This design comes from an exercise in tuning for small area and a short achievable clock period on the open sky130 flow, not from production work.
Only simulation tests tie the RTL to the original design; equivalence was not proved.
No activity file was given, so power comes from the tool's default toggle rates.

--- flow/flow/run.sh ---
#!/bin/bash
set -euo pipefail
export BUFFER_PORTS_ARGS="-buffer_cell sky130_fd_sc_hd__buf_1"
bash standard.sh > standard_flow.log 2>&1
--- flow/standard.sh ---
#!/bin/bash
# synth_recipe.tcl (not shown) runs the flow's synth.tcl, then flattens the netlist and writes it again
# the make line also repeats each setting of config.mk as NAME=value (left out here)
make -C /OpenROAD-flow-scripts/flow DESIGN_CONFIG=/design/flow/config.mk WORK_HOME=/design/flow/orfs CLKGATE_MAP_FILE= SYNTH_SCRIPT=/design/flow/synth_recipe.tcl "${@:-finish}"
--- flow/config.mk ---
export PLATFORM = sky130hd
export DESIGN_NAME = reduce_prime2r
export DESIGN_NICKNAME = reduce_prime2r
export VERILOG_FILES = /design/flow/design.v
export SDC_FILE = /design/flow/constraint.sdc
export NUM_CORES = 4
export LEC_CHECK = 0
export CAP_MARGIN = 20
export CORE_MARGIN = 2
export CORE_UTILIZATION = 60
export CTS_BUF_LIST = sky130_fd_sc_hd__clkbuf_4 sky130_fd_sc_hd__clkbuf_8
export PLACE_DENSITY = 0.75
export SETUP_SLACK_MARGIN = 2.7
export SLEW_MARGIN = 20
export SYNTH_HIERARCHICAL = 1
export TNS_END_PERCENT = 30
--- flow/constraint.sdc ---
create_clock -name core_clock -period 5.3 [get_ports {clk}]
set_input_delay 1.0600 -clock core_clock [delete_from_list [all_inputs] [get_ports {clk}]]
set_output_delay 1.0600 -clock core_clock [all_outputs]
set_load 0.01 [all_outputs]
--- flow/design.v ---
module reduce_prime2r(
    input               clk,rst_n,
    input [69:0]        c,
    output reg [24:0]   res
    );
  wire n1;
  wire n2;
  wire n3;
  wire n4;
  wire n5;
  wire n6;
  wire n7;
  wire n8;
  wire n9;
  wire n10;
  wire n11;
  wire n12;
  wire n13;
  wire n14;
  wire n15;
  wire n16;
  wire n17;
  wire n18;
  wire n19;
  wire n20;
  wire n21;
  wire n22;
  wire n23;
  wire n24;
  wire n25;
  wire n26;
  wire n27;
  wire n28;
  wire n29;
  wire n30;
  wire n31;
  wire n32;
  wire n33;
  wire n34;
  wire n35;
  wire n36;
  wire n37;
  wire n38;
  wire n39;
  wire n40;
  wire n41;
  wire n42;
  wire n43;
  wire n44;
  wire n45;
  wire n46;
  wire n47;
  wire n48;
  wire n49;
  wire n50;
  wire n51;
  wire n52;
  wire n53;
  wire n54;
  wire n55;
  wire n56;
  wire n57;
  wire n58;
  wire n59;
  wire n60;
  wire n61;
  wire n62;
  wire n63;
  wire n64;
  wire n65;
  wire n66;
  wire n67;
  wire n68;
  wire n69;
  wire n70;
  wire n71;
  wire n72;
  wire n73;
  wire n74;
  wire n75;
  wire n76;
  wire n77;
  wire n78;
  wire n79;
  wire n80;
  wire n81;
  wire n82;
  wire n83;
  wire n84;
  wire n85;
  wire n86;
  wire n87;
  wire n88;
  wire n89;
  wire n90;
  wire n91;
  wire n92;
  wire n93;
  wire n94;
  wire n95;
  wire n96;
  wire n97;
  wire n98;
  wire n99;
  wire n100;
  wire n101;
  wire n102;
  wire n103;
  wire n104;
  wire n105;
  wire n106;
  wire n107;
  wire n108;
  wire n109;
  wire n110;
  wire n111;
  wire n112;
  wire n113;
  wire n114;
  wire n115;
  wire n116;
  wire n117;
  wire n118;
  wire n119;
  wire n120;
  wire n121;
  wire n122;
  wire n123;
  wire n124;
  wire n125;
  wire n126;
  wire n127;
  wire n128;
  wire n129;
  wire n130;
  wire n131;
  wire n132;
  wire n133;
  wire n134;
  wire n135;
  wire n136;
  wire n137;
  wire n138;
  wire n139;
  wire n140;
  wire n141;
  wire n142;
  wire n143;
  wire n144;
  wire n145;
  wire n146;
  wire n147;
  wire n148;
  wire n149;
  wire n150;
  wire n151;
  wire n152;
  wire n153;
  wire n154;
  wire n155;
  wire n156;
  wire n157;
  wire n158;
  wire n159;
  wire n160;
  wire n161;
  wire n162;
  wire n163;
  wire n164;
  wire n165;
  wire n166;
  wire n167;
  wire n168;
  wire n169;
  wire n170;
  wire n171;
  wire n172;
  wire n173;
  wire n174;
  wire n175;
  wire n176;
  wire n177;
  wire n178;
  wire n179;
  wire n180;
  wire n181;
  wire n182;
  wire n183;
  wire n184;
  wire n185;
  wire n186;
  wire n187;
  wire n188;
  wire n189;
  wire n190;
  wire n191;
  wire n192;
  wire n193;
  wire n194;
  wire n195;
  wire n196;
  wire n197;
  wire n198;
  wire n199;
  wire n200;
  wire n201;
  wire n202;
  wire n203;
  wire n204;
  wire n205;
  wire n206;
  wire n207;
  wire n208;
  wire n209;
  wire n210;
  wire n211;
  wire n212;
  wire n213;
  wire n214;
  wire n215;
  wire n216;
  wire n217;
  wire n218;
  wire n219;
  wire n220;
  wire n221;
  wire n222;
  wire n223;
  wire n224;
  wire n225;
  wire n226;
  wire n227;
  wire n228;
  wire n229;
  wire n230;
  wire n231;
  wire n232;
  wire n233;
  wire n234;
  wire n235;
  wire n236;
  wire n237;
  wire n238;
  wire n239;
  wire n240;
  wire n241;
  wire n242;
  wire n243;
  wire n244;
  wire n245;
  wire n246;
  wire n247;
  wire n248;
  wire n249;
  wire n250;
  wire n251;
  wire n252;
  wire n253;
  wire n254;
  wire n255;
  wire n256;
  wire n257;
  wire n258;
  wire n259;
  wire n260;
  wire n261;
  wire n262;
  wire n263;
  wire n264;
  wire n265;
  wire n266;
  wire n267;
  wire n268;
  wire n269;
  wire n270;
  wire n271;
  wire n272;
  wire n273;
  wire n274;
  wire n275;
  wire n276;
  wire n277;
  wire n278;
  wire n279;
  wire n280;
  wire n281;
  wire n282;
  wire n283;
  wire n284;
  wire n285;
  wire n286;
  wire n287;
  wire n288;
  wire n289;
  wire n290;
  wire n291;
  wire n292;
  wire n293;
  wire n294;
  wire n295;
  wire n296;
  wire n297;
  wire n298;
  wire n299;
  wire n300;
  wire n301;
  wire n302;
  wire n303;
  wire n304;
  wire n305;
  wire n306;
  wire n307;
  wire n308;
  wire n309;
  wire n310;
  wire n311;
  wire n312;
  wire n313;
  wire n314;
  wire n315;
  wire n316;
  wire n317;
  wire n318;
  wire n319;
  wire n320;
  wire n321;
  wire n322;
  wire n323;
  wire n324;
  wire n325;
  wire n326;
  assign n1 = ~c[30];
  fa_cell u_fa1 (.a(c[6]), .b(c[24]), .c(n1), .s(n2), .co(n3));
  assign n4 = ~c[31];
  fa_cell u_fa2 (.a(c[7]), .b(c[25]), .c(n4), .s(n5), .co(n6));
  assign n7 = ~c[32];
  fa_cell u_fa3 (.a(c[8]), .b(c[26]), .c(n7), .s(n8), .co(n9));
  assign n10 = ~c[33];
  fa_cell u_fa4 (.a(c[9]), .b(c[27]), .c(n10), .s(n11), .co(n12));
  assign n13 = ~c[34];
  fa_cell u_fa5 (.a(c[10]), .b(c[28]), .c(n13), .s(n14), .co(n15));
  assign n16 = ~c[35];
  fa_cell u_fa6 (.a(c[11]), .b(c[29]), .c(n16), .s(n17), .co(n18));
  assign n19 = ~c[36];
  fa_cell u_fa7 (.a(c[12]), .b(c[30]), .c(n19), .s(n20), .co(n21));
  assign n22 = ~c[37];
  fa_cell u_fa8 (.a(c[13]), .b(c[31]), .c(n22), .s(n23), .co(n24));
  assign n25 = ~c[38];
  fa_cell u_fa9 (.a(c[14]), .b(c[32]), .c(n25), .s(n26), .co(n27));
  assign n28 = ~c[39];
  fa_cell u_fa10 (.a(c[15]), .b(c[33]), .c(n28), .s(n29), .co(n30));
  assign n31 = ~c[40];
  fa_cell u_fa11 (.a(c[16]), .b(c[34]), .c(n31), .s(n32), .co(n33));
  assign n34 = ~c[41];
  fa_cell u_fa12 (.a(c[17]), .b(c[35]), .c(n34), .s(n35), .co(n36));
  assign n37 = ~c[42];
  fa_cell u_fa13 (.a(c[18]), .b(c[36]), .c(n37), .s(n38), .co(n39));
  assign n40 = ~c[43];
  fa_cell u_fa14 (.a(c[19]), .b(c[37]), .c(n40), .s(n41), .co(n42));
  assign n43 = ~c[44];
  fa_cell u_fa15 (.a(c[20]), .b(c[38]), .c(n43), .s(n44), .co(n45));
  assign n46 = ~c[45];
  fa_cell u_fa16 (.a(c[21]), .b(c[39]), .c(n46), .s(n47), .co(n48));
  assign n49 = ~c[46];
  fa_cell u_fa17 (.a(c[22]), .b(c[40]), .c(n49), .s(n50), .co(n51));
  assign n52 = ~c[47];
  fa_cell u_fa18 (.a(c[23]), .b(c[41]), .c(n52), .s(n53), .co(n54));
  assign n55 = c[0] ^ c[24];
  assign n56 = c[0] & ~c[24];
  assign n57 = ~c[48];
  fa_cell u_fa19 (.a(n57), .b(c[42]), .c(n55), .s(n58), .co(n59));
  assign n60 = ~c[25];
  fa_cell u_fa20 (.a(c[1]), .b(n60), .c(c[49]), .s(n61), .co(n62));
  fa_cell u_fa21 (.a(n40), .b(n56), .c(n61), .s(n63), .co(n64));
  assign n65 = ~c[26];
  fa_cell u_fa22 (.a(c[2]), .b(n65), .c(c[50]), .s(n66), .co(n67));
  fa_cell u_fa23 (.a(n43), .b(n62), .c(n66), .s(n68), .co(n69));
  assign n70 = ~c[27];
  fa_cell u_fa24 (.a(c[3]), .b(n70), .c(c[51]), .s(n71), .co(n72));
  fa_cell u_fa25 (.a(n46), .b(n67), .c(n71), .s(n73), .co(n74));
  assign n75 = ~c[28];
  fa_cell u_fa26 (.a(c[4]), .b(n75), .c(c[52]), .s(n76), .co(n77));
  fa_cell u_fa27 (.a(n49), .b(n72), .c(n76), .s(n78), .co(n79));
  assign n80 = ~c[29];
  fa_cell u_fa28 (.a(c[5]), .b(n80), .c(c[53]), .s(n81), .co(n82));
  fa_cell u_fa29 (.a(n52), .b(n77), .c(n81), .s(n83), .co(n84));
  assign n85 = c[54] ^ c[42];
  assign n86 = c[54] | c[42];
  fa_cell u_fa30 (.a(n2), .b(n54), .c(n82), .s(n87), .co(n88));
  assign n89 = ~n85;
  fa_cell u_fa31 (.a(n89), .b(n87), .c(n84), .s(n90), .co(n91));
  fa_cell u_fa32 (.a(n57), .b(c[55]), .c(c[43]), .s(n92), .co(n93));
  fa_cell u_fa33 (.a(n86), .b(n5), .c(n3), .s(n94), .co(n95));
  fa_cell u_fa34 (.a(n92), .b(n88), .c(n94), .s(n96), .co(n97));
  assign n98 = ~c[49];
  fa_cell u_fa35 (.a(n98), .b(c[56]), .c(c[44]), .s(n99), .co(n100));
  fa_cell u_fa36 (.a(n8), .b(n6), .c(n93), .s(n101), .co(n102));
  fa_cell u_fa37 (.a(n99), .b(n95), .c(n101), .s(n103), .co(n104));
  assign n105 = ~c[50];
  fa_cell u_fa38 (.a(n105), .b(c[57]), .c(c[45]), .s(n106), .co(n107));
  fa_cell u_fa39 (.a(n11), .b(n9), .c(n100), .s(n108), .co(n109));
  fa_cell u_fa40 (.a(n106), .b(n102), .c(n108), .s(n110), .co(n111));
  assign n112 = ~c[51];
  fa_cell u_fa41 (.a(n112), .b(c[58]), .c(c[46]), .s(n113), .co(n114));
  fa_cell u_fa42 (.a(n14), .b(n12), .c(n107), .s(n115), .co(n116));
  fa_cell u_fa43 (.a(n113), .b(n109), .c(n115), .s(n117), .co(n118));
  assign n119 = ~c[52];
  fa_cell u_fa44 (.a(n119), .b(c[59]), .c(c[47]), .s(n120), .co(n121));
  fa_cell u_fa45 (.a(n17), .b(n15), .c(n114), .s(n122), .co(n123));
  fa_cell u_fa46 (.a(n120), .b(n116), .c(n122), .s(n124), .co(n125));
  assign n126 = ~c[53];
  fa_cell u_fa47 (.a(c[48]), .b(n126), .c(c[60]), .s(n127), .co(n128));
  fa_cell u_fa48 (.a(n20), .b(n18), .c(n121), .s(n129), .co(n130));
  fa_cell u_fa49 (.a(n127), .b(n123), .c(n129), .s(n131), .co(n132));
  assign n133 = ~c[54];
  fa_cell u_fa50 (.a(c[49]), .b(n133), .c(c[61]), .s(n134), .co(n135));
  fa_cell u_fa51 (.a(n23), .b(n21), .c(n128), .s(n136), .co(n137));
  fa_cell u_fa52 (.a(n134), .b(n130), .c(n136), .s(n138), .co(n139));
  assign n140 = ~c[55];
  fa_cell u_fa53 (.a(c[50]), .b(n140), .c(c[62]), .s(n141), .co(n142));
  fa_cell u_fa54 (.a(n26), .b(n24), .c(n135), .s(n143), .co(n144));
  fa_cell u_fa55 (.a(n141), .b(n137), .c(n143), .s(n145), .co(n146));
  assign n147 = ~c[56];
  fa_cell u_fa56 (.a(c[51]), .b(n147), .c(c[63]), .s(n148), .co(n149));
  fa_cell u_fa57 (.a(n29), .b(n27), .c(n142), .s(n150), .co(n151));
  fa_cell u_fa58 (.a(n148), .b(n144), .c(n150), .s(n152), .co(n153));
  assign n154 = ~c[57];
  fa_cell u_fa59 (.a(c[52]), .b(n154), .c(c[64]), .s(n155), .co(n156));
  fa_cell u_fa60 (.a(n32), .b(n30), .c(n149), .s(n157), .co(n158));
  fa_cell u_fa61 (.a(n155), .b(n151), .c(n157), .s(n159), .co(n160));
  assign n161 = ~c[58];
  fa_cell u_fa62 (.a(c[53]), .b(n161), .c(c[65]), .s(n162), .co(n163));
  fa_cell u_fa63 (.a(n35), .b(n33), .c(n156), .s(n164), .co(n165));
  fa_cell u_fa64 (.a(n162), .b(n158), .c(n164), .s(n166), .co(n167));
  assign n168 = ~c[59];
  fa_cell u_fa65 (.a(c[54]), .b(n168), .c(c[66]), .s(n169), .co(n170));
  fa_cell u_fa66 (.a(n38), .b(n36), .c(n163), .s(n171), .co(n172));
  fa_cell u_fa67 (.a(n169), .b(n165), .c(n171), .s(n173), .co(n174));
  assign n175 = ~c[60];
  fa_cell u_fa68 (.a(c[55]), .b(n175), .c(c[67]), .s(n176), .co(n177));
  fa_cell u_fa69 (.a(n41), .b(n39), .c(n170), .s(n178), .co(n179));
  fa_cell u_fa70 (.a(n176), .b(n172), .c(n178), .s(n180), .co(n181));
  assign n182 = ~c[61];
  fa_cell u_fa71 (.a(c[56]), .b(n182), .c(c[68]), .s(n183), .co(n184));
  fa_cell u_fa72 (.a(n44), .b(n42), .c(n177), .s(n185), .co(n186));
  fa_cell u_fa73 (.a(n183), .b(n179), .c(n185), .s(n187), .co(n188));
  assign n189 = ~c[62];
  fa_cell u_fa74 (.a(c[57]), .b(n189), .c(c[69]), .s(n190), .co(n191));
  fa_cell u_fa75 (.a(n47), .b(n45), .c(n184), .s(n192), .co(n193));
  fa_cell u_fa76 (.a(n190), .b(n186), .c(n192), .s(n194), .co(n195));
  assign n196 = c[58] ^ c[63];
  assign n197 = c[58] & ~c[63];
  fa_cell u_fa77 (.a(n50), .b(n48), .c(n191), .s(n198), .co(n199));
  assign n200 = ~n196;
  fa_cell u_fa78 (.a(n200), .b(n193), .c(n198), .s(n201), .co(n202));
  assign n203 = c[59] ^ c[64];
  assign n204 = c[59] & ~c[64];
  fa_cell u_fa79 (.a(n197), .b(n53), .c(n51), .s(n205), .co(n206));
  assign n207 = ~n203;
  fa_cell u_fa80 (.a(n207), .b(n199), .c(n205), .s(n208), .co(n209));
  assign n210 = c[60] ^ c[65];
  assign n211 = n210;
  assign n212 = n204 ^ n211;
  assign n213 = n212 ^ n206;
  assign n214 = c[0] | ~c[24];
  gpn_cell u_gp1 (.a(c[1]), .b(~c[25]), .ng(n215), .nt(n216));
  gpn_cell u_gp2 (.a(c[2]), .b(~c[26]), .ng(n217), .nt(n218));
  gpn_cell u_gp3 (.a(c[3]), .b(~c[27]), .ng(n219), .nt(n220));
  gpn_cell u_gp4 (.a(c[4]), .b(~c[28]), .ng(n221), .nt(n222));
  gpn_cell u_gp5 (.a(c[5]), .b(~c[29]), .ng(n223), .nt(n224));
  gpn_cell u_gp7 (.a(n5), .b(n3), .ng(n225), .nt(n226));
  gpn_cell u_gp8 (.a(n8), .b(n6), .ng(n227), .nt(n228));
  gpn_cell u_gp9 (.a(n11), .b(n9), .ng(n229), .nt(n230));
  gpn_cell u_gp10 (.a(n14), .b(n12), .ng(n231), .nt(n232));
  gpn_cell u_gp11 (.a(n17), .b(n15), .ng(n233), .nt(n234));
  gpn_cell u_gp12 (.a(n20), .b(n18), .ng(n235), .nt(n236));
  gpn_cell u_gp13 (.a(n23), .b(n21), .ng(n237), .nt(n238));
  gpn_cell u_gp14 (.a(n26), .b(n24), .ng(n239), .nt(n240));
  gpn_cell u_gp15 (.a(n29), .b(n27), .ng(n241), .nt(n242));
  gpn_cell u_gp16 (.a(n32), .b(n30), .ng(n243), .nt(n244));
  gpn_cell u_gp17 (.a(n35), .b(n33), .ng(n245), .nt(n246));
  gpn_cell u_gp18 (.a(n38), .b(n36), .ng(n247), .nt(n248));
  gpn_cell u_gp19 (.a(n41), .b(n39), .ng(n249), .nt(n250));
  gpn_cell u_gp20 (.a(n44), .b(n42), .ng(n251), .nt(n252));
  gpn_cell u_gp21 (.a(n47), .b(n45), .ng(n253), .nt(n254));
  gpn_cell u_gp22 (.a(n50), .b(n48), .ng(n255), .nt(n256));
  gpn_cell u_gp23 (.a(n53), .b(n51), .ng(n257), .nt(n258));
  assign n259 = ~n215 | (~n216 & n214);
  assign n260 = ~n216 & 1'b1;
  assign n261 = ~n219 | (~n220 & ~n217);
  assign n262 = ~n220 & ~n218;
  assign n263 = ~n223 | (~n224 & ~n221);
  assign n264 = ~n224 & ~n222;
  assign n265 = ~n217 | (~n218 & n259);
  assign n266 = ~n218 & n260;
  assign n267 = n261 | (n262 & n259);
  assign n268 = n262 & n260;
  assign n269 = ~n221 | (~n222 & n267);
  assign n270 = ~n222 & n268;
  assign n271 = n263 | (n264 & n267);
  assign n272 = n264 & n268;
  assign n273 = ~n225 | (~n226 & 1'b0);
  assign n274 = ~n226 & n2;
  assign n275 = ~n229 | (~n230 & ~n227);
  assign n276 = ~n230 & ~n228;
  assign n277 = ~n233 | (~n234 & ~n231);
  assign n278 = ~n234 & ~n232;
  assign n279 = ~n237 | (~n238 & ~n235);
  assign n280 = ~n238 & ~n236;
  assign n281 = ~n227 | (~n228 & n273);
  assign n282 = ~n228 & n274;
  assign n283 = n275 | (n276 & n273);
  assign n284 = n276 & n274;
  assign n285 = ~n235 | (~n236 & n277);
  assign n286 = ~n236 & n278;
  assign n287 = n279 | (n280 & n277);
  assign n288 = n280 & n278;
  assign n289 = ~n231 | (~n232 & n283);
  assign n290 = ~n232 & n284;
  assign n291 = n277 | (n278 & n283);
  assign n292 = n278 & n284;
  assign n293 = n285 | (n286 & n283);
  assign n294 = n286 & n284;
  assign n295 = n287 | (n288 & n283);
  assign n296 = n288 & n284;
  assign n297 = ~n241 | (~n242 & ~n239);
  assign n298 = ~n242 & ~n240;
  assign n299 = ~n245 | (~n246 & ~n243);
  assign n300 = ~n246 & ~n244;
  assign n301 = ~n249 | (~n250 & ~n247);
  assign n302 = ~n250 & ~n248;
  assign n303 = ~n253 | (~n254 & ~n251);
  assign n304 = ~n254 & ~n252;
  assign n305 = ~n257 | (~n258 & ~n255);
  assign n306 = ~n258 & ~n256;
  assign n307 = ~n243 | (~n244 & n297);
  assign n308 = ~n244 & n298;
  assign n309 = n299 | (n300 & n297);
  assign n310 = n300 & n298;
  assign n311 = ~n251 | (~n252 & n301);
  assign n312 = ~n252 & n302;
  assign n313 = n303 | (n304 & n301);
  assign n314 = n304 & n302;
  assign n315 = ~n247 | (~n248 & n309);
  assign n316 = ~n248 & n310;
  assign n317 = n301 | (n302 & n309);
  assign n318 = n302 & n310;
  assign n319 = n311 | (n312 & n309);
  assign n320 = n312 & n310;
  assign n321 = n313 | (n314 & n309);
  assign n322 = n314 & n310;
  assign n323 = ~n255 | (~n256 & n321);
  assign n324 = ~n256 & n322;
  assign n325 = n305 | (n306 & n321);
  assign n326 = n306 & n322;
  wire [24:0] wa = {n209, n202, n195, n188, n181, n174, n167, n160, n153, n146, n139, n132, n125, n118, n111, n104, n97, n91, n90, n79, n74, n69, n64, n59, n54};
  wire [24:0] wb = {n213, n208, n201, n194, n187, n180, n173, n166, n159, n152, n145, n138, n131, n124, n117, n110, n103, n96, 1'b0, n83, n78, n73, n68, n63, n58};
  wire wdg0 = n271;
  wire wdg1 = n295;
  wire wdp1 = n296;
  wire wdg2 = n325;
  wire wdp2 = n326;
  reg [24:0] ra, rb;
  reg rdg0, rdg1, rdp1, rdg2, rdp2;
  always @(posedge clk) begin
    ra <= wa; rb <= wb; rdg0 <= wdg0; rdg1 <= wdg1; rdp1 <= wdp1; rdg2 <= wdg2; rdp2 <= wdp2;
  end
  wire m1;
  wire m2;
  wire m3;
  wire m4;
  wire m5;
  wire m6;
  wire m7;
  wire m8;
  wire m9;
  wire m10;
  wire m11;
  wire m12;
  wire m13;
  wire m14;
  wire m15;
  wire m16;
  wire m17;
  wire m18;
  wire m19;
  wire m20;
  wire m21;
  wire m22;
  wire m23;
  wire m24;
  wire m25;
  wire m26;
  wire m27;
  wire m28;
  wire m29;
  wire m30;
  wire m31;
  wire m32;
  wire m33;
  wire m34;
  wire m35;
  wire m36;
  wire m37;
  wire m38;
  wire m39;
  wire m40;
  wire m41;
  wire m42;
  wire m43;
  wire m44;
  wire m45;
  wire m46;
  wire m47;
  wire m48;
  wire m49;
  wire m50;
  wire m51;
  wire m52;
  wire m53;
  wire m54;
  wire m55;
  wire m56;
  wire m57;
  wire m58;
  wire m59;
  wire m60;
  wire m61;
  wire m62;
  wire m63;
  wire m64;
  wire m65;
  wire m66;
  wire m67;
  wire m68;
  wire m69;
  wire m70;
  wire m71;
  wire m72;
  wire m73;
  wire m74;
  wire m75;
  wire m76;
  wire m77;
  wire m78;
  wire m79;
  wire m80;
  wire m81;
  wire m82;
  wire m83;
  wire m84;
  wire m85;
  wire m86;
  wire m87;
  wire m88;
  wire m89;
  wire m90;
  wire m91;
  wire m92;
  wire m93;
  wire m94;
  wire m95;
  wire m96;
  wire m97;
  wire m98;
  wire m99;
  wire m100;
  wire m101;
  wire m102;
  wire m103;
  wire m104;
  wire m105;
  wire m106;
  wire m107;
  wire m108;
  wire m109;
  wire m110;
  wire m111;
  wire m112;
  wire m113;
  wire m114;
  wire m115;
  wire m116;
  wire m117;
  wire m118;
  wire m119;
  wire m120;
  wire m121;
  wire m122;
  wire m123;
  wire m124;
  wire m125;
  wire m126;
  wire m127;
  wire m128;
  wire m129;
  wire m130;
  wire m131;
  wire m132;
  wire m133;
  wire m134;
  wire m135;
  wire m136;
  wire m137;
  wire m138;
  wire m139;
  wire m140;
  wire m141;
  wire m142;
  wire m143;
  wire m144;
  wire m145;
  wire m146;
  wire m147;
  wire m148;
  wire m149;
  wire m150;
  wire m151;
  wire m152;
  wire m153;
  wire m154;
  wire m155;
  wire m156;
  wire m157;
  wire m158;
  wire m159;
  wire m160;
  wire m161;
  wire m162;
  wire m163;
  wire m164;
  wire m165;
  wire m166;
  assign m1 = (rdg2 | (rdp2 & (rdg1 | (rdp1 & rdg0))));
  assign m2 = ~ra[0] ^ ~rb[0];
  assign m3 = ~ra[0] & ~rb[0];
  assign m4 = ~ra[1] ^ rb[1];
  assign m5 = ~ra[1] & rb[1];
  assign m6 = ra[2] ^ rb[2];
  assign m7 = ra[2] & rb[2];
  assign m8 = ra[3] ^ rb[3];
  assign m9 = ra[3] & rb[3];
  assign m10 = ra[4] ^ rb[4];
  assign m11 = ra[4] & rb[4];
  assign m12 = ra[5] ^ rb[5];
  assign m13 = ra[5] & rb[5];
  assign m14 = ra[7] ^ rb[7];
  assign m15 = ra[7] & rb[7];
  assign m16 = ra[8] ^ rb[8];
  assign m17 = ra[8] & rb[8];
  assign m18 = ra[9] ^ rb[9];
  assign m19 = ra[9] & rb[9];
  assign m20 = ra[10] ^ rb[10];
  assign m21 = ra[10] & rb[10];
  assign m22 = ra[11] ^ rb[11];
  assign m23 = ra[11] & rb[11];
  assign m24 = ra[12] ^ rb[12];
  assign m25 = ra[12] & rb[12];
  assign m26 = ra[13] ^ rb[13];
  assign m27 = ra[13] & rb[13];
  assign m28 = ra[14] ^ rb[14];
  assign m29 = ra[14] & rb[14];
  assign m30 = ra[15] ^ rb[15];
  assign m31 = ra[15] & rb[15];
  assign m32 = ra[16] ^ rb[16];
  assign m33 = ra[16] & rb[16];
  assign m34 = ra[17] ^ rb[17];
  assign m35 = ra[17] & rb[17];
  assign m36 = ra[18] ^ rb[18];
  assign m37 = ra[18] & rb[18];
  assign m38 = ra[19] ^ rb[19];
  assign m39 = ra[19] & rb[19];
  assign m40 = ra[20] ^ rb[20];
  assign m41 = ra[20] & rb[20];
  assign m42 = ra[21] ^ rb[21];
  assign m43 = ra[21] & rb[21];
  assign m44 = ra[22] ^ rb[22];
  assign m45 = ra[22] & rb[22];
  assign m46 = ra[23] ^ rb[23];
  assign m47 = ra[23] & rb[23];
  assign m48 = m5 | (m4 & m3);
  assign m49 = m4 & m2;
  assign m50 = m9 | (m8 & m7);
  assign m51 = m8 & m6;
  assign m52 = m13 | (m12 & m11);
  assign m53 = m12 & m10;
  assign m54 = m7 | (m6 & m48);
  assign m55 = m6 & m49;
  assign m56 = m50 | (m51 & m48);
  assign m57 = m51 & m49;
  assign m58 = m11 | (m10 & m56);
  assign m59 = m10 & m57;
  assign m60 = m52 | (m53 & m56);
  assign m61 = m53 & m57;
  assign m62 = m3 | (m2 & ~m1);
  assign m63 = m48 | (m49 & ~m1);
  assign m64 = m54 | (m55 & ~m1);
  assign m65 = m56 | (m57 & ~m1);
  assign m66 = m58 | (m59 & ~m1);
  assign m67 = m60 | (m61 & ~m1);
  assign m68 = ra[6] | m60;
  assign m69 = ra[6] & (m60 | m61);
  assign m70 = m1 ? m68 : m69;
  assign m71 = m17 | (m16 & m15);
  assign m72 = m16 & m14;
  assign m73 = m21 | (m20 & m19);
  assign m74 = m20 & m18;
  assign m75 = m25 | (m24 & m23);
  assign m76 = m24 & m22;
  assign m77 = m29 | (m28 & m27);
  assign m78 = m28 & m26;
  assign m79 = m33 | (m32 & m31);
  assign m80 = m32 & m30;
  assign m81 = m37 | (m36 & m35);
  assign m82 = m36 & m34;
  assign m83 = m41 | (m40 & m39);
  assign m84 = m40 & m38;
  assign m85 = m45 | (m44 & m43);
  assign m86 = m44 & m42;
  assign m87 = m73 | (m74 & m71);
  assign m88 = m74 & m72;
  assign m89 = m77 | (m78 & m75);
  assign m90 = m78 & m76;
  assign m91 = m81 | (m82 & m79);
  assign m92 = m82 & m80;
  assign m93 = m85 | (m86 & m83);
  assign m94 = m86 & m84;
  assign m95 = m89 | (m90 & m87);
  assign m96 = m90 & m88;
  assign m97 = m93 | (m94 & m91);
  assign m98 = m94 & m92;
  assign m99 = m97 | (m98 & m95);
  assign m100 = m98 & m96;
  assign m101 = m91 | (m92 & m95);
  assign m102 = m92 & m96;
  assign m103 = m75 | (m76 & m87);
  assign m104 = m76 & m88;
  assign m105 = m79 | (m80 & m95);
  assign m106 = m80 & m96;
  assign m107 = m83 | (m84 & m101);
  assign m108 = m84 & m102;
  assign m109 = m19 | (m18 & m71);
  assign m110 = m18 & m72;
  assign m111 = m23 | (m22 & m87);
  assign m112 = m22 & m88;
  assign m113 = m27 | (m26 & m103);
  assign m114 = m26 & m104;
  assign m115 = m31 | (m30 & m95);
  assign m116 = m30 & m96;
  assign m117 = m35 | (m34 & m105);
  assign m118 = m34 & m106;
  assign m119 = m39 | (m38 & m101);
  assign m120 = m38 & m102;
  assign m121 = m43 | (m42 & m107);
  assign m122 = m42 & m108;
  assign m123 = m47 | (m46 & m99);
  assign m124 = m46 & m100;
  assign m125 = m15 | (m14 & m70);
  assign m126 = m71 | (m72 & m70);
  assign m127 = m109 | (m110 & m70);
  assign m128 = m87 | (m88 & m70);
  assign m129 = m111 | (m112 & m70);
  assign m130 = m103 | (m104 & m70);
  assign m131 = m113 | (m114 & m70);
  assign m132 = m95 | (m96 & m70);
  assign m133 = m115 | (m116 & m70);
  assign m134 = m105 | (m106 & m70);
  assign m135 = m117 | (m118 & m70);
  assign m136 = m101 | (m102 & m70);
  assign m137 = m119 | (m120 & m70);
  assign m138 = m107 | (m108 & m70);
  assign m139 = m121 | (m122 & m70);
  assign m140 = m99 | (m100 & m70);
  assign m141 = m123 | (m124 & m70);
  assign m142 = m2 ^ ~m1;
  assign m143 = m4 ^ m62;
  assign m144 = m6 ^ m63;
  assign m145 = m8 ^ m64;
  assign m146 = m10 ^ m65;
  assign m147 = m12 ^ m66;
  assign m148 = ra[6] ^ m1 ^ m67;
  assign m149 = m14 ^ m70;
  assign m150 = m16 ^ m125;
  assign m151 = m18 ^ m126;
  assign m152 = m20 ^ m127;
  assign m153 = m22 ^ m128;
  assign m154 = m24 ^ m129;
  assign m155 = m26 ^ m130;
  assign m156 = m28 ^ m131;
  assign m157 = m30 ^ m132;
  assign m158 = m32 ^ m133;
  assign m159 = m34 ^ m134;
  assign m160 = m36 ^ m135;
  assign m161 = m38 ^ m136;
  assign m162 = m40 ^ m137;
  assign m163 = m42 ^ m138;
  assign m164 = m44 ^ m139;
  assign m165 = m46 ^ m140;
  assign m166 = ra[24] ^ rb[24] ^ m1 ^ m141;
  wire [24:0] sum = {m166, m165, m164, m163, m162, m161, m160, m159, m158, m157, m156, m155, m154, m153, m152, m151, m150, m149, m148, m147, m146, m145, m144, m143, m142};
  always @(posedge clk or negedge rst_n)
    if (!rst_n) res <= 25'd0;
    else res <= sum;
endmodule
module fa_cell(input a, b, c, output s, co);
  assign s = a ^ b ^ c;
  assign co = (a & b) | (a & c) | (b & c);
endmodule
module gpn_cell(input a, b, output ng, nt);
  assign ng = ~(a & b);
  assign nt = ~(a | b);
endmodule
==> results.txt, run 1 <==
The flow ran to the end and the layout has no timing, DRC or antenna violations. The number of buffers inserted during clock tree synthesis came out at 9. Summed over all nets, the half-perimeter wirelength after detailed placement is 9.88 mm. In the global route stage, met3 resource usage came out at 9.10%. The area of the die is 8940 sq um. At the pin with the least slew margin, the transition time is 0.455 ns.

The finished cells cover 5750 sq um. 97 I/O pins were placed. The number of nets in the finished design is 719. The count of synthesis-stage warnings from yosys came out at 7. The post-route netlist has 10.5% of its cells at a drive strength greater than 1. Once detail routing completed, the nets flagged for antenna violations numbered 0. The count of final hold-check violations came out at 0. The post-synthesis cell type count came out at 36. The number of global-route vias before repair is 3586.

The startpoint-to-endpoint class of the critical path is input pin to flop. The maximum fanout along the worst path is 3. The count of mapped cells out of synthesis came out at 424. The setup slack after placement is 2.25 ns. The critical path's most frequent cell is sky130_fd_sc_hd__fa_1. For the worst-skew pair, the clock arrives at the later sink with an insertion delay of 0.35 ns. Setup repair after global routing could not meet its margin everywhere. The detailed router finished its first iteration with 119 violations. Measured along the x axis, the die boundary spans 94.6 um. The pin count of the biggest net entering global routing came out at 26.

The number of sinks handled by clock tree synthesis came out at 79. On the critical path, the stage with the largest delay is an instance of sky130_fd_sc_hd__fa_1. The final-report max-slew violation count is 0.

The minimum setup slack in the final design is 2.62 ns. The worst path uses 50.5% of the clock period. After layout, the design draws a total of 2.77 mW. The largest vdd supply drop is 0.295 mV. The effective utilization at floorplan came out at 60.8%. The worst-case clock buffer depth is 2. The path category of the worst min-delay check is flop to flop. The average cell area after synthesis came out at 11.6 sq um. The top cell type's share of synthesized area came out at 33.4%.

The time the final worst path needs with I/O delays and setup is 2.68 ns. For flop-to-flop paths, the worst setup slack is 2.80 ns. At the end of the flow the core is filled with cells to 71.0%.

The sum of negative setup slack came out at 0 ns. The number of hold-repair buffers added at the cts stage is 0. Detailed routing inserted a total of 3364 vias. The layer flagged by global routing as most heavily used is met2. The global-route track usage on met2 came out at 44.4%. The worst hold margin came out at 0.520 ns. Tracing the worst setup path back leads to its startpoint at c[52]. The final count of negative-setup-slack endpoints came out at 0.

The largest clock skew in the final design came out at 0.0117 ns. The routability congestion estimate from global placement came out at 0.985. The worst reg-to-reg path cell count is 9. The net count after synthesis came out at 606. The non-filler instance count after layout came out at 647. The average routed wire per standard cell came out at 17.6 um. The core area is 8090 sq um.

STA classifies the critical path startpoint as an input pin. The worst slew margin relative to its limit came out at 69.3%. For this run, the top clock speed supported by timing is 0.374 GHz. The power per cell area is 482 nW/um^2.

The analysis attributes to cell leakage a power of 2.53 nW. Among cell families on the critical path, the largest total delay comes from adder cells. After clock tree synthesis, the clock-pin slew on the worst setup and hold paths is 0.09 ns. Counting buffers and inverters, the worst setup path is 5 cells deep.

The number of standard-cell rows in the floorplan is 33. The post-detailed-route via-to-cell ratio came out at 5.20. The first detailed-routing pass ran for 4 iterations.

The number of antenna violations at the first check in global routing is 0. The combined area of all synthesized cells is 4920 sq um. The global route total overflow is 0. The detailed-route wire length is 11.4 mm.

The data arrival at the endpoint of the critical path is 2.91 ns. The chip height is 94.6 um. Of all cell types, the one taking the most synthesized area is sky130_fd_sc_hd__fa_1. The CTS root buffer is sky130_fd_sc_hd__clkbuf_8. The number of antenna repair diodes came out at 0. The first-pass GRT wire length is 17.8 mm. Yosys instantiated no cell more often than sky130_fd_sc_hd__fa_1.

The post-synthesis sequential area ratio is 34.7%. The count of flip-flops with a built-in enable after synthesis came out at 0. The DRC violation count after routing is 0. Global routing used 37.7% of the available met1 tracks.

The async set-reset flop share out of synthesis came out at 31.6%. The number of port buffers came out at 96. The number of fill cells came out at 631. Among all flip-flop cells after synthesis, the most frequent one is sky130_fd_sc_hd__dfxtp_1. The longest individual stage delay on the worst path is 0.58 ns. The data required time of the worst path came out at 5.53 ns. The number of buffers and inverters on the critical path is 2. By count the netlist is led by sky130_fd_sc_hd__fa_1, sky130_fd_sc_hd__dfxtp_1, sky130_fd_sc_hd__inv_1. The placed cell count is 626.

The critical path goes through buf_1, inv_1, fa_1, fa_1, fa_1. The number of maximum-capacitance violations is 0. The post-place instance area came out at 5420 sq um. In this run, synthesis produced a sequential element count of 79. In this run the worst setup path terminates at rb[12]. TritonCTS built the clock tree. The worst setup path is captured at a flop. The beginning of the worst register-to-register path is ra[5].

The area growth from synthesis to layout is 16.7%. By area the synthesized netlist is led by sky130_fd_sc_hd__fa_1, sky130_fd_sc_hd__dfxtp_1, sky130_fd_sc_hd__dfrtp_1. The maximum level of the CTS H-tree is 3. The endpoint identified for the worst register-to-register timing path is res[18]. In the global route stage, overall resource usage came out at 28.2%.
[power by group]
group / internal, mW / switching [mW] / total, mW / leakage (nW)
Sequential: 0.860 / 0.0803 / 0.940 / 0.746
Combinational: 0.585 / 0.742 / 1.33 / 1.68
Clock: 0.273 / 0.228 / 0.501 / 0.107
[cell usage in the layout (no fill, tap or decap), drive strengths merged, types with 11 or more instances in the layout]
master | netlist | final
inv | 52 | 53
fa | 82 | 82
ha | 28 | 28
xnor2 | 16 | 16
nor2 | 36 | 36
buf | 0 | 92
dfrtp | 25 | 25
o21ai | 20 | 20
clkbuf | 0 | 20
nand2 | 30 | 30
xor2 | 11 | 11
a21oi | 23 | 23
dfxtp | 54 | 54
[Yosys stat by module, one instance, submodules excluded]
| module | cells inside | flops+latches |
|---|---|---|
| reduce_prime2r | 300 | 79 |
| fa_cell | 1 | 0 |
| gpn_cell | 2 | 0 |
[what timing repair did]
action,in CTS,in global routing
resized for setup,4,32
setup endpoints to repair,14,31
buffers inserted,0,5
pin swaps,0,13
[kinds of logic after synthesis]
logic type               count (synthesis)  synth area share [%]
flip-flops                              79                  34.7
XOR/XNOR                                27                  4.80
buffers and inverters                   52                  3.97
adder cells (fa/ha/maj)                110                  40.5
AO/OA/AOI/OAI                           58                  6.81
AND/OR/NAND/NOR                         98                  9.28
[cell type report]
class / instances / area [sq um] / share of cell area [%]
multi-input cells: 293 / 3050 / 53.1
flip-flops and latches: 79 / 1710 / 29.7
repair buffers: 102 / 437 / 7.60
inverters: 52 / 198 / 3.44
clock buffers: 10 / 131 / 2.29
well taps: 105 / 131 / 2.29
clock inverters: 6 / 92.6 / 1.61
[sequential cells by signal, summed over array words and instances (netlist names)]
register,cells
rdg2,1
ra,25
rdp1,1
rdg0,1
rdg1,1
rb,24
res,25
rdp2,1
[per-layer routing]
metal	vias up	wire length [um]
met2	145	5340
met5	-	0
met4	0	253
met3	18	995
met1	1620	4770
li1	1581	-
[worst min-delay path by stage]
stage                      from  endpoint  slack, ns  cells after the start
after floorplan           ra[6]    res[6]       0.47                      1
after global placement    ra[6]    res[6]       0.50                      1
after detailed placement  ra[6]    res[6]       0.51                      1
after CTS                 ra[6]    res[6]       0.52                      1
after global routing      ra[6]    res[6]       0.54                      1
final                     ra[6]    res[6]       0.52                      1
==> inputs of run 2 (changes only) <==
--- a/flow/config.mk
+++ b/flow/config.mk
@@ -10,7 +10,5 @@
 export CORE_UTILIZATION = 60
 export CTS_BUF_LIST = sky130_fd_sc_hd__clkbuf_4 sky130_fd_sc_hd__clkbuf_8
 export PLACE_DENSITY = 0.75
-export SETUP_SLACK_MARGIN = 2.7
 export SLEW_MARGIN = 20
 export SYNTH_HIERARCHICAL = 1
-export TNS_END_PERCENT = 30
==> results.txt, run 2 <==
Leaving out fill and tap cells, the most frequent cell in the layout is sky130_fd_sc_hd__buf_1. The detailed placement HPWL came out at 9.53 mm (-3.5%). The largest vdd supply drop is 0.245 mV (-17%). The number of nets in the finished design is 714 (-0.70%). The worst register-to-register path ends at res[24]. The area fraction in and, or, nand and nor cells after synthesis is 9.28% (unchanged). The sum of negative setup slack came out at 0 ns (unchanged). The area occupied by multi-input gates came out at 3020 sq um (-0.94%). The adder-cell area share of the yosys netlist came out at 40.5% (unchanged). The maximum operating frequency came out at 0.355 GHz (-4.9%). The number of antenna repair diodes came out at 0 (unchanged). The number of sinks handled by clock tree synthesis was 79 (unchanged). The complex-gate fraction of the synthesized area is 6.81% (unchanged). The type of element launching the critical path is an input pin. The most area-hungry cell type in the Yosys netlist is sky130_fd_sc_hd__fa_1.

The number of hold-repair buffers added at the cts stage came to 0 (unchanged). The number of standard-cell rows in the floorplan came out at 33 (unchanged). The maximum fanout along the worst path is 3 (unchanged). The fraction of synthesized area in multiplexers is 0% (unchanged). The count of synthesis-stage warnings from yosys is 7 (unchanged). The data required time of the worst path is 5.54 ns (about the same). The post-synthesis sequential area ratio is 34.7% (unchanged). The overall routing resource usage came out at 26.7% (-1.5 points). The number of synthesized register bits is 79 (unchanged). The utilization after layout came out at 69.7% (-1.3 points).

TritonCTS built the clock tree. The number of maximum-capacitance violations was 0 (unchanged). The instance count along the most critical hold path came out at 1 (unchanged). The most used standard cell by instance count after synthesis is sky130_fd_sc_hd__fa_1. The area taken by flip-flops and latches is 1710 sq um (unchanged). The count of mapped cells out of synthesis came out at 424 (unchanged). The worst min-delay path endpoint is res[6]. The tightest min-delay check is of the flop to flop type. The number of antenna violations at the first check in global routing is 0 (unchanged). Ranked by total cell area, the synthesized netlist is headed by sky130_fd_sc_hd__fa_1, sky130_fd_sc_hd__dfxtp_1, sky130_fd_sc_hd__dfrtp_1. The average routed wire per standard cell came to 17.0 um (-3.3%). The global route total overflow is 0 (unchanged). The post-synthesis cell type count came to 36 (unchanged). The data arrival at the endpoint of the critical path came to 3.06 ns (+0.15 ns). The minimum setup slack among reg-to-reg paths is 2.73 ns (-0.07 ns). The via count of the routed design came out at 3396 (+0.95%). The largest registers in the layout are ra x25, res x25, rb x24. The largest clock skew in the final design came out at 0.0122 ns (+0.000463 ns).

The async set-reset flop share out of synthesis is 31.6% (unchanged). The total iterations of the first detailed-routing run came to 6 (+2). For this run, the leading register cell type out of synthesis is sky130_fd_sc_hd__dfxtp_1. The post-detailed-route via-to-cell ratio is 5.29 (+1.7%). The chip height came to 94.6 um (unchanged).

The slew at the pin with the worst max-slew slack came out at 0.531 ns (+0.0759 ns). The routability congestion estimate from global placement is 0.952 (-3.4%). The average cell area after synthesis is 11.6 sq um (unchanged). The net count after synthesis came out at 606 (unchanged). The effective utilization at floorplan came out at 60.8% (unchanged).

The power per cell area is 481 nW/um^2 (about the same). The area of the die is 8940 sq um (unchanged). The pin count of the biggest net entering global routing was 26 (unchanged).

The fraction of final layout cells with drive strength greater than 1 was 4.10% (-6.4 points). The worst-case clock buffer depth was 2 (unchanged). The maximum level of the CTS H-tree came out at 3 (unchanged). The core area came out at 8090 sq um (unchanged). The share of the clock period used by the worst path after layout is 53.1% (+2.6 points). From synthesis to final layout, the design area changed by 14.5%. Setup repair after global routing left no endpoint under its margin. The run finished with no timing, DRC or antenna violations. The clock-pin slew of the registers on the worst-case setup and hold paths is 0.08 ns (about the same). The worst setup path is captured at a flop. The DRC violation count after routing is 0 (unchanged). The startpoint-to-endpoint class of the critical path is input pin to flop.

The final-report max-slew violation count came to 0 (unchanged). The total I/O pin count came out at 97 (unchanged). The number of global-route vias before repair came out at 3497 (-2.5%).

The worst hold path begins at ra[6]. The x dimension of the die came to 94.6 um (unchanged). The top cell types in the final layout, fill and taps aside, are sky130_fd_sc_hd__buf_1, sky130_fd_sc_hd__fa_1, sky130_fd_sc_hd__dfxtp_1. The count of final hold-check violations is 0 (unchanged). The count of flip-flops with a built-in enable after synthesis is 0 (unchanged). The final count of negative-setup-slack endpoints came out at 0 (unchanged). The post-CTS setup buffer count came out at 0 (unchanged). The number of port buffers is 96 (unchanged). The tree is rooted in a sky130_fd_sc_hd__clkbuf_8. The static leakage came out at 2.46 nW (-2.7%). The clock latency of the later-clocked register in the worst-skew pair is 0.35 ns (about the same). The worst slew margin relative to its limit is 64.5% (-4.8 points). The worst reg-to-reg path cell count came out at 9 (unchanged).

The beginning of the worst register-to-register path is rb[15]. The first-pass GRT wire length is 17.0 mm (-4.4%). The number of fill cells was 643 (+1.9%).

After synthesis, the largest family of logic cells by area is adder cells. The combined area of all synthesized cells is 4920 sq um (unchanged). The total of cells resized after clock tree synthesis is 0 (-4).

The number of buffers inserted during clock tree synthesis is 9 (unchanged). The xor and xnor fraction of the mapped netlist area is 4.80% (unchanged). Sorting the synthesized cells by how often they occur yields sky130_fd_sc_hd__fa_1, sky130_fd_sc_hd__dfxtp_1, sky130_fd_sc_hd__inv_1. The top cell type's share of synthesized area is 33.4% (unchanged). The post-route antenna net violation count is 0 (unchanged). The number of DRC violations after detailed-routing iteration 0 came out at 163 (+37%). The time the final worst path needs with I/O delays and setup is 2.81 ns (+0.139 ns).

The detailed-route wire length is 10.9 mm (-4.1%).
[run 2: cell types whose count changed in the layout (fill, tap and decap cells not counted), sizes merged]
cell	previous run	this run
clkbuf	20	11
buf	92	97
clkinvlp	2	1
clkinv	1	2
bufinv	2	1
[run 2: cell type report]
class / count / share of cell area, %
multi-input cells: 293 / 53.6
clock buffers: 11 / 2.69
well taps: 105 / 2.33
inverters: 52 / 3.46
flip-flops and latches: 79 / 30.3
clock inverters: 5 / 1.13
repair buffers: 97 / 6.53
[run 2: metal layers]
metal	GRT usage [%]	part of all wire (%)	wire length, um	vias up
li1	-	-	-	1573
met1	35.2	42	4570	1673
met2	43.5	48	5210	131
met3	6.38	7.4	803	19
met4	10.1	2.9	316	0
met5	0	0	0	-
[run 2: Yosys stat by module, one instance, submodules excluded]
module / copies in the design / flops+latches
fa_cell: 80 / 0
reduce_prime2r: 1 / 79
gpn_cell: 22 / 0
[run 2: logic make-up after synthesis]
kind of cell / count (synthesis)
flops: 79
xor+xnor: 27
buf+inv: 52
simple gates: 98
compound gates: 58
fa+ha+maj: 110
[run 2: per-stage QoR]
step	hold slack (ns)	total power, mW	area (sq um)	worst slack, ns	instances
detailed placement	0.489	2.25	5420	2.12	626
CTS	0.502	2.73	5640	2.50	642
global placement	0.487	2.21	5420	2.23	626
global route	0.533	2.95	5640	2.22	642
finish	0.502	2.71	5640	2.49	642
floorplan	0.471	1.90	4920	2.60	424
[run 2: worst max-delay path, cell delays in order]
cell,delay [ns]
sky130_fd_sc_hd__buf_1,0.12
sky130_fd_sc_hd__inv_1,0.10
sky130_fd_sc_hd__fa_1,0.57
sky130_fd_sc_hd__nor2_1,0.09
sky130_fd_sc_hd__nor3_1,0.19
sky130_fd_sc_hd__o21bai_1,0.09
sky130_fd_sc_hd__a21oi_1,0.15
sky130_fd_sc_hd__nor2b_1,0.06
sky130_fd_sc_hd__o21ai_0,0.15
sky130_fd_sc_hd__a21oi_1,0.08
sky130_fd_sc_hd__o21a_1,0.16
sky130_fd_sc_hd__o21ai_0,0.23
[run 2: where the power goes]
group / total [mW] / switching, mW / leakage (nW) / internal (mW)
registers: 0.938 / 0.0780 / 0.746 / 0.860
clock network: 0.475 / 0.229 / 0.106 / 0.247
logic: 1.30 / 0.730 / 1.61 / 0.570
total: 2.71 / 1.04 / 2.46 / 1.68
[run 2: worst max path at each step]
| stage | startpoint | cells after the start | endpoint |
|---|---|---|---|
| 4_1_cts | c[40] | 12 | rdg2 |
| 3_5_place_dp | c[40] | 12 | rdg2 |
| 6_report | c[40] | 12 | rdg2 |
| 3_3_place_gp | c[40] | 12 | rdg2 |
| 5_1_grt | c[40] | 12 | rdg2 |
| 2_1_floorplan | c[43] | 4 | rb[19] |
==> inputs of run 3 (changes only) <==
--- a/flow/config.mk
+++ b/flow/config.mk
@@ -10,5 +10,6 @@
 export CORE_UTILIZATION = 60
 export CTS_BUF_LIST = sky130_fd_sc_hd__clkbuf_4 sky130_fd_sc_hd__clkbuf_8
 export PLACE_DENSITY = 0.75
+export SETUP_SLACK_MARGIN = 2.5
 export SLEW_MARGIN = 20
 export SYNTH_HIERARCHICAL = 1
==> results.txt, run 3 <==
The run finished with no timing, DRC or antenna violations. The most area-hungry cell type in the Yosys netlist is sky130_fd_sc_hd__fa_1. The time the final worst path needs with I/O delays and setup is 2.71 ns (-0.106 ns).

The area growth from synthesis to layout came out at 15.0%. The CTS root buffer is sky130_fd_sc_hd__clkbuf_8. The number of buffers inserted during clock tree synthesis is 9 (unchanged). The longest individual stage delay on the worst path is 0.58 ns (about the same). The worst slew margin relative to its limit is 63.9% (-0.61 points). The post-route antenna net violation count is 0 (unchanged). The first-pass GRT wire length is 17.0 mm (unchanged).

The power per cell area came out at 480 nW/um^2 (-0.19%). The worst-case clock buffer depth is 2 (unchanged). Setup repair after global routing left no endpoint under its margin.

The total I/O pin count is 97 (unchanged). The post-synthesis cell type count is 36 (unchanged). The largest vdd supply drop came out at 0.245 mV (about the same). The static leakage came out at 2.47 nW (+0.41%).

The number of maximum-capacitance violations is 0 (unchanged). The post-synthesis sequential area ratio came to 34.7% (unchanged). The x dimension of the die came out at 94.6 um (unchanged). The net count after synthesis was 606 (unchanged). STA classifies the critical path endpoint as a flop. The commonest non-fill, non-tap cell in the layout is sky130_fd_sc_hd__buf_1. The sum of negative setup slack came to 0 ns (unchanged). The TritonCTS clock tree is yes. The data required time of the worst path came to 5.53 ns (about the same). The number of standard-cell rows in the floorplan was 33 (unchanged). The overall routing resource usage was 26.7% (unchanged). The slew at the pin with the worst max-slew slack came to 0.540 ns (+0.00911 ns).

The count of synthesis-stage warnings from yosys is 7 (unchanged). The async set-reset flop share out of synthesis came out at 31.6% (unchanged). The via count of the routed design is 3408 (+0.35%).

The number of global-route vias before repair was 3497 (unchanged). The chip height is 94.6 um (unchanged). The maximum level of the CTS H-tree was 3 (unchanged).

The clock latency of the later-clocked register in the worst-skew pair came out at 0.35 ns (about the same). The final-report max-slew violation count is 0 (unchanged). For this design, the slowest cell found on the critical path is sky130_fd_sc_hd__fa_1. Counting instances in the post-synthesis netlist gives the leading cell types as sky130_fd_sc_hd__fa_1, sky130_fd_sc_hd__dfxtp_1, sky130_fd_sc_hd__inv_1. The DRC violation count after routing came out at 0 (unchanged).

The setup path with the least slack is of type input pin to flop. The fraction of final layout cells with drive strength greater than 1 came out at 5.57% (+1.5 points). The average cell area after synthesis is 11.6 sq um (unchanged). The clock-pin slew of the registers on the worst-case setup and hold paths came to 0.08 ns (about the same). The global route total overflow came out at 0 (unchanged).

The area of the die is 8940 sq um (unchanged). The number of fill cells is 638 (-0.78%). The combined area of all synthesized cells is 4920 sq um (unchanged). The most used flip-flop cell after synthesis is sky130_fd_sc_hd__dfxtp_1.

Leaving out fill and tap cells, the most frequent cells in the layout are sky130_fd_sc_hd__buf_1, sky130_fd_sc_hd__fa_1, sky130_fd_sc_hd__dfxtp_1. The cell that appears most often on the critical path is sky130_fd_sc_hd__fa_1. The number of synthesized register bits was 79 (unchanged). Yosys attributes the largest share of cell area to sky130_fd_sc_hd__fa_1, sky130_fd_sc_hd__dfxtp_1, sky130_fd_sc_hd__dfrtp_1. The top cell type's share of synthesized area is 33.4% (unchanged). The type of element launching the critical path is an input pin. The post-detailed-route via-to-cell ratio is 5.29 (about the same).

The number of antenna repair diodes is 0 (unchanged). The final count of negative-setup-slack endpoints is 0 (unchanged). The worst hold margin is 0.502 ns (+0.000552 ns).

The detailed placement HPWL is 9.53 mm (unchanged). The number of DRC violations after detailed-routing iteration 0 is 145 (-11%). The count of final hold-check violations came out at 0 (unchanged). Traced cell by cell, the critical path runs through buf_1, inv_1, fa_1, fa_1, fa_1. The share of the clock period used by the worst path after layout was 51.1% (-2.0 points).

The most used standard cell by instance count after synthesis is sky130_fd_sc_hd__fa_1. The number of sinks handled by clock tree synthesis is 79 (unchanged). The core area was 8090 sq um (unchanged). The maximum fanout along the worst path came out at 3 (unchanged). The number of antenna violations at the first check in global routing is 0 (unchanged). The routability congestion estimate from global placement is 0.952 (unchanged). The number of port buffers is 96 (unchanged). The maximum operating frequency was 0.369 GHz (+3.9%). The data arrival at the endpoint of the critical path came out at 2.94 ns (-0.12 ns).

The count of flip-flops with a built-in enable after synthesis was 0 (unchanged). The number of nets in the finished design is 716 (+0.28%). The largest clock skew in the final design came to 0.00843 ns (-0.00376 ns). The count of mapped cells out of synthesis is 424 (unchanged).

The effective utilization at floorplan is 60.8% (unchanged). The total iterations of the first detailed-routing run came to 4 (-2). The detailed-route wire length is 11.0 mm (+0.52%). The average routed wire per standard cell came out at 17.0 um (+0.21%). The largest registers in the layout are ra x25, res x25, rb x24. The pin count of the biggest net entering global routing came out at 26 (unchanged). The tightest min-delay check is of the flop to flop type.
-- run 3: cell types whose count changed in the layout (fill, tap and decap cells not counted) --
cell | before | now
sky130_fd_sc_hd__fa_2 | 0 | 2
sky130_fd_sc_hd__fa_1 | 82 | 80
sky130_fd_sc_hd__inv_1 | 52 | 50
sky130_fd_sc_hd__buf_4 | 1 | 3
sky130_fd_sc_hd__clkbuf_2 | 0 | 1
sky130_fd_sc_hd__o21ai_0 | 19 | 16
sky130_fd_sc_hd__buf_1 | 96 | 95
sky130_fd_sc_hd__o21ai_2 | 0 | 1
sky130_fd_sc_hd__inv_2 | 0 | 2
sky130_fd_sc_hd__o21ai_1 | 1 | 3
-- run 3: logic make-up (layout without fill, tap and decap cells) --
kind of cell    count (synthesis)  in the layout  share of synthesized area [%]
compound gates                 58             58                           6.81
buf+inv                        52            167                           3.97
simple gates                   98             98                           9.28
xor+xnor                       27             27                           4.80
flops                          79             79                           34.7
fa+ha+maj                     110            110                           40.5
-- run 3: what timing repair did --
action                                  4_1_cts  5_1_grt
endpoints found under the setup margin        0        1
resized for setup                             0        9
buffers inserted                              0        2
hold buffers                                  0        0
-- run 3: routing by layer --
layer	GRT usage [%]	vias to the layer above	routed length, um
met5	0	-	0
li1	-	1578	-
met1	35.2	1691	4630
met4	10.1	0	306
met3	6.38	17	737
met2	43.5	122	5280
-- run 3: final timing paths --
check | start | end | slack (ns) | cells after the start
max | c[46] | rb[22] | 2.59 | 5
min | ra[6] | res[6] | 0.50 | 1
max reg2reg | rb[15] | res[24] | 2.72 | 9
min reg2reg | ra[6] | res[6] | 0.50 | 1
max in group asynchronous | rst_n | res[22] | 4.35 | 2
min in group asynchronous | rst_n | res[14] | 0.69 | 2
-- run 3: through the flow --
step	cell area [sq um]	power, mW	setup slack, ns	cells	utilization, %
final	5660	2.72	2.59	644	70.0
after global routing	5660	2.96	2.50	644	70.0
after CTS	5640	2.73	2.50	642	69.7
after detailed placement	5420	2.25	2.12	626	67.0
after global placement	5420	2.21	2.23	626	67.0
after floorplan	4920	1.90	2.60	424	-
-- run 3: area by class of cell --
type | instances | area, sq um | area share, %
tap | 105 | 131 | 2.32
inverter | 52 | 195 | 3.45
sequential | 79 | 1710 | 30.1
clock inverter | 5 | 63.8 | 1.13
multi-input combinational | 293 | 3030 | 53.5
timing repair buffer | 99 | 384 | 6.78
clock buffer | 11 | 151 | 2.67
-- run 3: per-module statistics from Yosys, one instance, submodules excluded --
module | flops+latches | cells
fa_cell | 0 | 1
gpn_cell | 0 | 2
reduce_prime2r | 79 | 300
-- run 3: critical path: cells and delay by family --
| kind | cells | cell delay, ns |
|---|---|---|
| fa+ha+maj | 3 | 1.51 |
| buf+inv | 2 | 0.36 |
-- run 3: where the power goes --
group          switching, mW  total, mW  internal (mW)  leakage, nW
clock                  0.228      0.475          0.247        0.106
sequential            0.0780      0.938          0.860        0.746
combinational          0.734       1.31          0.574         1.62
==> inputs of run 4 (changes only) <==
--- a/flow/config.mk
+++ b/flow/config.mk
@@ -10,6 +10,6 @@
 export CORE_UTILIZATION = 60
 export CTS_BUF_LIST = sky130_fd_sc_hd__clkbuf_4 sky130_fd_sc_hd__clkbuf_8
 export PLACE_DENSITY = 0.75
-export SETUP_SLACK_MARGIN = 2.5
+export SETUP_SLACK_MARGIN = 2.75
 export SLEW_MARGIN = 20
 export SYNTH_HIERARCHICAL = 1
==> results.txt, run 4 <==
The worst-case clock buffer depth is 2 (unchanged). The maximum operating frequency is 0.393 GHz (+6.5%). The largest vdd supply drop was 0.304 mV (+24%). The global route total overflow is 0 (unchanged). The core area came out at 8090 sq um (unchanged). The chip height is 94.6 um (unchanged). The total I/O pin count came out at 97 (unchanged). The minimum setup slack in the final design came out at 2.76 ns (+0.166 ns).

The fraction of final layout cells with drive strength greater than 1 is 15.9% (+10 points). The longest individual stage delay on the worst path came out at 0.60 ns (+0.02 ns). The effective utilization at floorplan is 60.8% (unchanged). The area fraction in and, or, nand and nor cells after synthesis is 9.28% (unchanged). The number of hold-repair buffers added at the cts stage came out at 0 (unchanged). The final count of negative-setup-slack endpoints is 0 (unchanged).

The sum of negative setup slack came out at 0 ns (unchanged). The first-pass GRT wire length came out at 17.7 mm (+3.9%). The number of antenna violations at the first check in global routing was 0 (unchanged). The TritonCTS clock tree is yes. The area of the die came out at 8940 sq um (unchanged).

The library cell used most frequently in the layout, excluding fill and tap cells, is sky130_fd_sc_hd__fa_1. The time the final worst path needs with I/O delays and setup is 2.54 ns (-0.166 ns). The average routed wire per standard cell is 17.9 um (+5.0%). The number of cells on the critical path came out at 6 (+1). The worst slew margin relative to its limit is 67.2% (+3.3 points). The static leakage is 2.55 nW (+3.4%).

The number of nets in the finished design came out at 718 (+0.28%). The adder-cell area share of the yosys netlist is 40.5% (unchanged). In this run the worst hold path is classified as flop to flop. The minimum setup slack among reg-to-reg paths is 2.85 ns (+0.13 ns). The complex-gate fraction of the synthesized area is 6.81% (unchanged). The routability congestion estimate from global placement came out at 0.919 (-3.4%).

The async set-reset flop share out of synthesis came out at 31.6% (unchanged). The largest total area in the synthesized netlist belongs to sky130_fd_sc_hd__fa_1. The number of antenna repair diodes came to 0 (unchanged). Setup repair after global routing could not meet its margin everywhere. By area the synthesized netlist is led by sky130_fd_sc_hd__fa_1, sky130_fd_sc_hd__dfxtp_1, sky130_fd_sc_hd__dfrtp_1. In this run the critical register-to-register path is captured at res[18]. The count of synthesis-stage warnings from yosys is 7 (unchanged). The combined area of all synthesized cells is 4920 sq um (unchanged). The count of final hold-check violations is 0 (unchanged). The detailed placement HPWL is 9.60 mm (+0.72%).

The critical path capture point is rb[14]. The share of the clock period used by the worst path after layout came out at 48.0% (-3.1 points). The count of flip-flops with a built-in enable after synthesis is 0 (unchanged). The largest clock skew in the final design is 0.0105 ns (+0.00204 ns). The via count of the routed design came out at 3444 (+1.1%). The number of standard-cell rows in the floorplan came out at 33 (unchanged). The power per cell area was 485 nW/um^2 (+0.99%). The number of buffers inserted during clock tree synthesis is 9 (unchanged).

The data required time of the worst path came out at 5.54 ns (about the same). The largest registers in the layout are ra x25, res x25, rb x24. The slew at the pin with the worst max-slew slack is 0.487 ns (-0.0532 ns). STA classifies the critical path startpoint as an input pin. The number of DRC violations after detailed-routing iteration 0 is 156 (+7.6%). The final-report max-slew violation count is 0 (unchanged). The x dimension of the die is 94.6 um (unchanged). The number of synthesized register bits came to 79 (unchanged). The worst setup path is captured at a flop. The fraction of synthesized area in multiplexers is 0% (unchanged). The setup slack after placement came to 2.24 ns (+0.121 ns). The post-synthesis cell type count is 36 (unchanged).

The average cell area after synthesis came out at 11.6 sq um (unchanged). The worst reg-to-reg path cell count was 10 (+1). By instance count, the cell type seen most on the critical path is sky130_fd_sc_hd__fa_1. The xor and xnor fraction of the mapped netlist area came out at 4.80% (unchanged). In this run the clock root is driven by a sky130_fd_sc_hd__clkbuf_8.

The maximum fanout along the worst path came out at 3 (unchanged). The post-route antenna net violation count is 0 (unchanged). The clock latency of the later-clocked register in the worst-skew pair came out at 0.37 ns (+0.02 ns).

The critical path is of the input pin to flop type. The number of global-route vias before repair is 3613 (+3.3%). The critical path goes through clkbuf_2, inv_1, fa_2, buf_4, fa_1, fa_1.

The number of fill cells is 620 (-2.8%). The count of mapped cells out of synthesis is 424 (unchanged). By area, the combinational part of the netlist is dominated by adder cells. The number of sinks handled by clock tree synthesis came out at 79 (unchanged).

The most critical setup path has its startpoint at c[38]. The number of port buffers was 96 (unchanged). The utilization after layout is 72.5% (+2.5 points). The post-detailed-route via-to-cell ratio was 5.33 (+0.74%).

The data arrival at the endpoint of the critical path is 2.79 ns (-0.15 ns). The number of buffer and inverter stages on the critical path is 3 (+1). The beginning of the worst register-to-register path is rb[0].

The area growth from synthesis to layout is 19.2%. The net count after synthesis is 606 (unchanged). The detailed-route wire length is 11.5 mm (+5.3%). The DRC violation count after routing is 0 (unchanged). The flow ran to the end and the layout has no timing, DRC or antenna violations. The top cell type's share of synthesized area is 33.4% (unchanged). The pin count of the biggest net entering global routing came out at 26 (unchanged). Ranked by instance count, the synthesized netlist is headed by sky130_fd_sc_hd__fa_1, sky130_fd_sc_hd__dfxtp_1, sky130_fd_sc_hd__inv_1. The clock-pin slew of the registers on the worst-case setup and hold paths is 0.08 ns (about the same). Yosys instantiated no cell more often than sky130_fd_sc_hd__fa_1. Among all flip-flop cells after synthesis, the most frequent one is sky130_fd_sc_hd__dfxtp_1.

The number of maximum-capacitance violations is 0 (unchanged). The largest individual stage delay along the critical path comes from the cell sky130_fd_sc_hd__fa_2. The maximum level of the CTS H-tree is 3 (unchanged). The post-synthesis sequential area ratio is 34.7% (unchanged). The total iterations of the first detailed-routing run is 4 (unchanged). Broken down by cell family, the worst path's largest delay share belongs to adder cells. In the layout the commonest cells are sky130_fd_sc_hd__fa_1, sky130_fd_sc_hd__buf_1, sky130_fd_sc_hd__dfxtp_1. The overall routing resource usage is 28.1% (+1.4 points).
==> run 4: area by class of cell <==
| type | count | area (sq um) | area share (%) |
|---|---|---|---|
| Inverter | 52 | 195 | 3.33 |
| Clock inverter | 5 | 81.3 | 1.39 |
| Timing Repair Buffer | 101 | 428 | 7.30 |
| Multi-Input combinational cell | 293 | 3180 | 54.1 |
| Tap cell | 105 | 131 | 2.24 |
| Sequential cell | 79 | 1710 | 29.1 |
| Clock buffer | 11 | 145 | 2.47 |
==> run 4: timing repair <==
| item | CTS | global route |
|---|---|---|
| gates cloned | 0 | 0 |
| pin swaps | 1 | 13 |
| setup endpoints to repair | 18 | 16 |
| resized for setup | 17 | 42 |
| buffers inserted | 1 | 3 |
==> run 4: through the flow <==
| step | power [mW] | hold WS [ns] | instance area (sq um) | cells |
|---|---|---|---|---|
| 6_report | 2.85 | 0.520 | 5870 | 646 |
| 5_1_grt | 3.09 | 0.539 | 5870 | 646 |
| 4_1_cts | 2.78 | 0.515 | 5680 | 643 |
| 3_5_place_dp | 2.26 | 0.500 | 5430 | 626 |
| 3_3_place_gp | 2.20 | 0.495 | 5430 | 626 |
| 2_1_floorplan | 1.90 | 0.471 | 4930 | 424 |
==> run 4: how the worst min path moves through the flow <==
stage                     startpoint     end  slack [ns]  cells after the start
after global placement         ra[6]  res[6]        0.49                      1
after CTS                      ra[6]  res[6]        0.52                      1
after detailed placement       ra[6]  res[6]        0.50                      1
final                          ra[6]  res[6]        0.52                      1
after floorplan                ra[6]  res[6]        0.47                      1
after global routing           ra[6]  res[6]        0.54                      1
==> run 4: where the power goes <==
part | switching, mW | leakage, nW | internal [mW]
clock network | 0.226 | 0.113 | 0.283
logic | 0.769 | 1.69 | 0.620
registers | 0.0871 | 0.746 | 0.861
total | 1.08 | 2.55 | 1.76
==> run 4: metal layers <==
metal	routed length [um]	vias to the layer above	global-route usage, %
met3	969	23	7.58
met1	4710	1699	36.6
met5	0	-	0
li1	-	1585	-
met2	5550	137	45.3
met4	310	0	11.4
==> run 4: cells by family (layout without fill, tap and decap cells) <==
kind of cell / after synthesis / after routing
adder cells (fa/ha/maj): 110 / 110
AND/OR/NAND/NOR: 98 / 98
flip-flops: 79 / 79
AO/OA/AOI/OAI: 58 / 58
buffers and inverters: 52 / 169
XOR/XNOR: 27 / 27
==> run 4: worst reg2reg max path, stage by stage (launching register included) <==
cell                      delay [ns]
sky130_fd_sc_hd__dfxtp_1        0.30
sky130_fd_sc_hd__inv_1          0.13
sky130_fd_sc_hd__ha_4           0.23
sky130_fd_sc_hd__o21ai_2        0.14
sky130_fd_sc_hd__a21oi_2        0.09
sky130_fd_sc_hd__or3_4          0.35
sky130_fd_sc_hd__and2_4         0.17
sky130_fd_sc_hd__a221o_1        0.38
sky130_fd_sc_hd__nor4_2         0.32
sky130_fd_sc_hd__nor3_2         0.08
sky130_fd_sc_hd__xor2_1         0.14
==> run 4: modules after synthesis (local to each module, per instance) <==
module          copies in the design  cell area (sq um)  flops+latches  cells inside
gpn_cell                          22               7.51              0             2
reduce_prime2r                     1               3160             79           300
fa_cell                           80               20.0              0             1

==> separate check: timing with driven ports <==
The results above use ideal ports. As a check the final layouts listed here were re-extracted and re-timed, cells and wires unchanged.
Step 1 (the two cells are an assumption about what drives the block):
set clk [get_ports {clk}]
set_driving_cell -lib_cell sky130_fd_sc_hd__clkbuf_16 $clk
set_driving_cell -lib_cell sky130_fd_sc_hd__buf_2 [delete_from_list [all_inputs] $clk]
Step 2 also shifts input and output timing later by t, the mid clock arrival at the registers, as if the neighbouring blocks saw the same clock.
a / b / c = ideal / step 1 / step 2; a / b = the first two.
run	t (ns)	setup slack, ns	worst setup path at the end	worst slew at a driven data input, ns
run 1	0.373	2.625 / 2.632 / 2.259	input to register	0.05
run 2	0.379	2.486 / 2.496 / 2.117	input to register	0.04
run 3	0.377	2.591 / 2.603 / 2.226	input to register	0.04
run 4	0.397	2.757 / 2.764 / 2.367	input to register	0.04
After both steps setup and hold are still met in every run listed. For run 4, which loses most, drivers alone change the setup slack by +0.007 ns; drivers and shift together by -0.390 ns.
